This is an optimization exercise on Yosys and OpenROAD, whose aim is small area, not a production implementation. In this exercise RTL edits were held to simulation tests only and were not proved equivalent to the original. The clock port is modelled as an ideal driver, which makes a skipped or thinned clock tree look cheaper than it is; a real chip needs a root buffer or a tree. Power figures rest on the tool's default switching activity, not on a simulated workload.

==> flow/design.v (excerpt) <==
module Top_Level(
    input           clk,
    input           rst,
    input           incdec1,
    input           incdec2,
    output          h_sync,
    output          v_sync,
    output  [11:0]  RGB
    );
Size in the first run: roughly 490 cells after synthesis, ~18 I/O pins.
Settings: LEC_CHECK=0, CAP_MARGIN=20, CORE_MARGIN=2, CORE_UTILIZATION=40, SLEW_MARGIN=20; clock period 10.0 ns.
standard.sh (not shown) runs the stock make flow with config.mk's settings and CLKGATE_MAP_FILE= SYNTH_SCRIPT=/design/flow/synth_recipe.tcl, a recipe that flattens the netlist after the stock synthesis.
==> flow/flow/run.sh <==
#!/bin/bash
# Own layout flow: the standard ORFS flow, with
#  - synthesis: the standard synthesis script, but ABC optimises for area
#    (area.abc: deepsyn, then amap) and Yosys's full/half adder extraction is
#    skipped, so ABC sees the adders as plain logic; the registers are mapped
#    exactly as in the standard synthesis (ABC runs on the logic only)
#  - buf_1 port buffers
# Every tool's output goes to a log file in this folder.
set -euo pipefail
WORK=$(pwd)
FLOWDIR=$(cd "$(dirname "${BASH_SOURCE[0]}")" && pwd)

cat > "$WORK/own_synth.tcl" <<EOT
proc abc {args} {
  set i [lsearch \$args -script]
  if { \$i >= 0 } { lset args [expr {\$i + 1}] $FLOWDIR/area.abc }
  yosys abc {*}\$args
}
proc extract_fa {args} { }
source $WORK/synth_recipe.tcl
EOT

CTS="-sink_clustering_enable -repair_clock_nets -dont_use_dummy_load -buf_list {sky130_fd_sc_hd__clkbuf_8}"
bash "$WORK/standard.sh" \
  SYNTH_SCRIPT="$WORK/own_synth.tcl" \
  CTS_ARGS="$CTS" \
  BUFFER_PORTS_ARGS="-buffer_cell sky130_fd_sc_hd__buf_1" \
  POST_CTS_TCL="$FLOWDIR/post_cts.tcl" \
  finish > "$WORK/orfs_make.log" 2>&1
==> flow/flow/area.abc <==
strash
&get -n
&deepsyn -J 1000 -T 300
&put
dch -f
amap
topo
stime -c
==> flow/flow/post_cts.tcl <==
set target_ps 118.0
proc clk_slew_max_ps {} {
  set worst 0.0
  foreach pin [all_registers -clock_pins -edge_triggered] {
    foreach edge {rise fall} {
      foreach an {min max} {
        set s [sta::time_ui_sta [get_property $pin slew_${an}_$edge]]
        set worst [expr {max($worst, $s * 1e12)}]
      }
    }
  }
  return $worst
}
set block [ord::get_db_block]
proc move_to_sinks {inst} {
  set net [[$inst findITerm X] getNet]
  set sx 0; set sy 0; set n 0
  foreach it [$net getITerms] {
    if {[$it getInst] eq $inst} { continue }
    set b [[$it getInst] getBBox]
    incr sx [expr {([$b xMin] + [$b xMax]) / 2}]
    incr sy [expr {([$b yMin] + [$b yMax]) / 2}]
    incr n
  }
  if {$n} { $inst setLocation [expr {$sx / $n}] [expr {$sy / $n}] }
}
set leaves {}
foreach i {0 1 2 3 4 5 6 7} {
  set inst [$block findInst clkbuf_3_${i}__f_clk]
  if {$inst ne "NULL"} { lappend leaves $inst }
}
if {[llength $leaves] == 8} {
  foreach {keep drop} $leaves {
    set keepnet [[$keep findITerm X] getNet]
    set dropnet [[$drop findITerm X] getNet]
    foreach lt [$dropnet getITerms] {
      if {[$lt getInst] eq $drop} { continue }
      $lt disconnect
      $lt connect $keepnet
    }
    puts "post_cts: merged [$drop getName] into [$keep getName]"
    odb::dbInst_destroy $drop
    odb::dbNet_destroy $dropnet
    move_to_sinks $keep
  }
}
estimate_parasitics -placement
puts "post_cts: clock pin slew after merging: [clk_slew_max_ps] ps"
# a merged leaf whose registers see too slow a clock edge gets a bigger buffer
proc sink_slew_max_ps {inst} {
  set worst 0.0
  foreach it [[[$inst findITerm X] getNet] getITerms] {
    if {[$it getInst] eq $inst} { continue }
    set pin [get_pins [[$it getInst] getName]/[[$it getMTerm] getName]]
    foreach edge {rise fall} {
      foreach an {min max} {
        set s [sta::time_ui_sta [get_property $pin slew_${an}_$edge]]
        set worst [expr {max($worst, $s * 1e12)}]
      }
    }
  }
  return $worst
}
foreach i {0 2 4 6} {
  set inst [$block findInst clkbuf_3_${i}__f_clk]
  if {$inst eq "NULL"} { continue }
  if {[sink_slew_max_ps $inst] > $target_ps} {
    replace_cell [get_cells clkbuf_3_${i}__f_clk] sky130_fd_sc_hd__clkbuf_16
    estimate_parasitics -placement
    puts "post_cts: clkbuf_3_${i}__f_clk -> clkbuf_16 ([sink_slew_max_ps $inst] ps)"
  }
}
puts "post_cts: clock pin slew after upsizing: [clk_slew_max_ps] ps"
set bufs [list [get_cells clkbuf_0_clk]]
foreach inst [get_cells clkbuf_3_*] { lappend bufs $inst }
foreach inst $bufs {
  set name [get_property $inst full_name]
  set sizes {sky130_fd_sc_hd__clkbuf_16 sky130_fd_sc_hd__clkbuf_8 sky130_fd_sc_hd__clkbuf_4 sky130_fd_sc_hd__clkbuf_2}
  set cur [lsearch $sizes [get_property $inst ref_name]]
  foreach smaller [lrange $sizes [expr {$cur + 1}] end] {
    set old [get_property $inst ref_name]
    replace_cell $inst $smaller
    estimate_parasitics -placement
    set s [clk_slew_max_ps]
    if {$s > $target_ps} {
      replace_cell $inst $old
      estimate_parasitics -placement
      puts "post_cts: $name stays $old ($smaller gives $s ps)"
      break
    }
    puts "post_cts: $name -> $smaller ($s ps)"
  }
}
puts "post_cts: clock pin slew after: [clk_slew_max_ps] ps"
detailed_placement
Next try:
==> flow/flow/area.abc (replaced) <==
strash
&get -n
&deepsyn -J 100 -T 100
&put
dch -f
amap
topo
stime -c
==> flow/flow/post_cts.tcl (replaced) <==
set target_ps 110.0
proc clk_slew_max_ps {} {
  set worst 0.0
  foreach pin [all_registers -clock_pins -edge_triggered] {
    foreach edge {rise fall} {
      foreach an {min max} {
        set s [sta::time_ui_sta [get_property $pin slew_${an}_$edge]]
        set worst [expr {max($worst, $s * 1e12)}]
      }
    }
  }
  return $worst
}
estimate_parasitics -placement
puts "post_cts: clock pin slew before: [clk_slew_max_ps] ps"
set bufs {}
foreach inst [get_cells -hierarchical *] {
  set m [get_property $inst ref_name]
  if {[string match sky130_fd_sc_hd__clkbuf_* $m]} { lappend bufs $inst }
}
foreach inst $bufs {
  set name [get_property $inst full_name]
  foreach smaller {sky130_fd_sc_hd__clkbuf_4 sky130_fd_sc_hd__clkbuf_2} {
    set old [get_property $inst ref_name]
    replace_cell $inst $smaller
    estimate_parasitics -placement
    set s [clk_slew_max_ps]
    if {$s > $target_ps} {
      replace_cell $inst $old
      estimate_parasitics -placement
      puts "post_cts: $name stays $old ($smaller gives $s ps)"
      break
    }
    puts "post_cts: $name -> $smaller ($s ps)"
  }
}
puts "post_cts: clock pin slew after: [clk_slew_max_ps] ps"
detailed_placement
- register-to-register slack gets worse by 0.18 ns
- core utilization goes up by 0.19 points
- global-route usage goes down by 0.55 points
- cell area goes up by 0.44%
- synthesized cell count goes up by 0.61%
- worst hold slack gets worse by 0.0080 ns
- wire length goes down by 3.9%
Next try:
--- a/flow/flow/run.sh
+++ b/flow/flow/run.sh
@@ -5,4 +5,5 @@
 #    skipped, so ABC sees the adders as plain logic; the registers are mapped
 #    exactly as in the standard synthesis (ABC runs on the logic only)
+#  - clkbuf_8 clock-tree buffers and no dummy clock loads
 #  - buf_1 port buffers
 # Every tool's output goes to a log file in this folder.
@@ -24,6 +25,6 @@
 bash "$WORK/standard.sh" \
   SYNTH_SCRIPT="$WORK/own_synth.tcl" \
-  CTS_ARGS="$CTS" \
+  CTS_ARGS="${X_CTS_ARGS:-$CTS}" \
   BUFFER_PORTS_ARGS="-buffer_cell sky130_fd_sc_hd__buf_1" \
-  POST_CTS_TCL="$FLOWDIR/post_cts.tcl" \
+  ${X_EXTRA:-} \
   finish > "$WORK/orfs_make.log" 2>&1
removed: flow/flow/post_cts.tcl
=>
- The new run produced a clean layout
- total power is higher by 9.5%
- design area is higher by 1.2%
- count of clock-buffer cells in the layout does not change
- synthesized cell count stays the same
- setup slack improved by 0.16 ns
- cell count is unchanged
- combinational power grows by about 0.7%
- routed wire length hardly moves

afterwards: timing with drivers on the ports:
In the flow no input, the clock included, has a driving cell. The finished layouts below were timed again as built, in two steps.
Step 1 assumes that a clkbuf_16 drives the clock port and a buf_2 every other input.
Step 2 also shifts input and output timing later by t, the mid clock arrival at the registers, as if the neighbouring blocks saw the same clock.
Slacks: ideal / step 1 / step 2; pairs: ideal / step 1.
run	shift t [ns]	slack for setup (ns)	latest minus earliest clock arrival (ns)	pins driven straight from the clock port
the first run	0.465	3.556 / 3.526 / 3.991	0.009 / 0.009	1
the second run	0.513	3.359 / 3.332 / 3.845	0.026 / 0.026	1
the third run	0.373	3.520 / 3.491 / 3.864	0.017 / 0.017	1
After both steps every run listed still meets setup and hold.
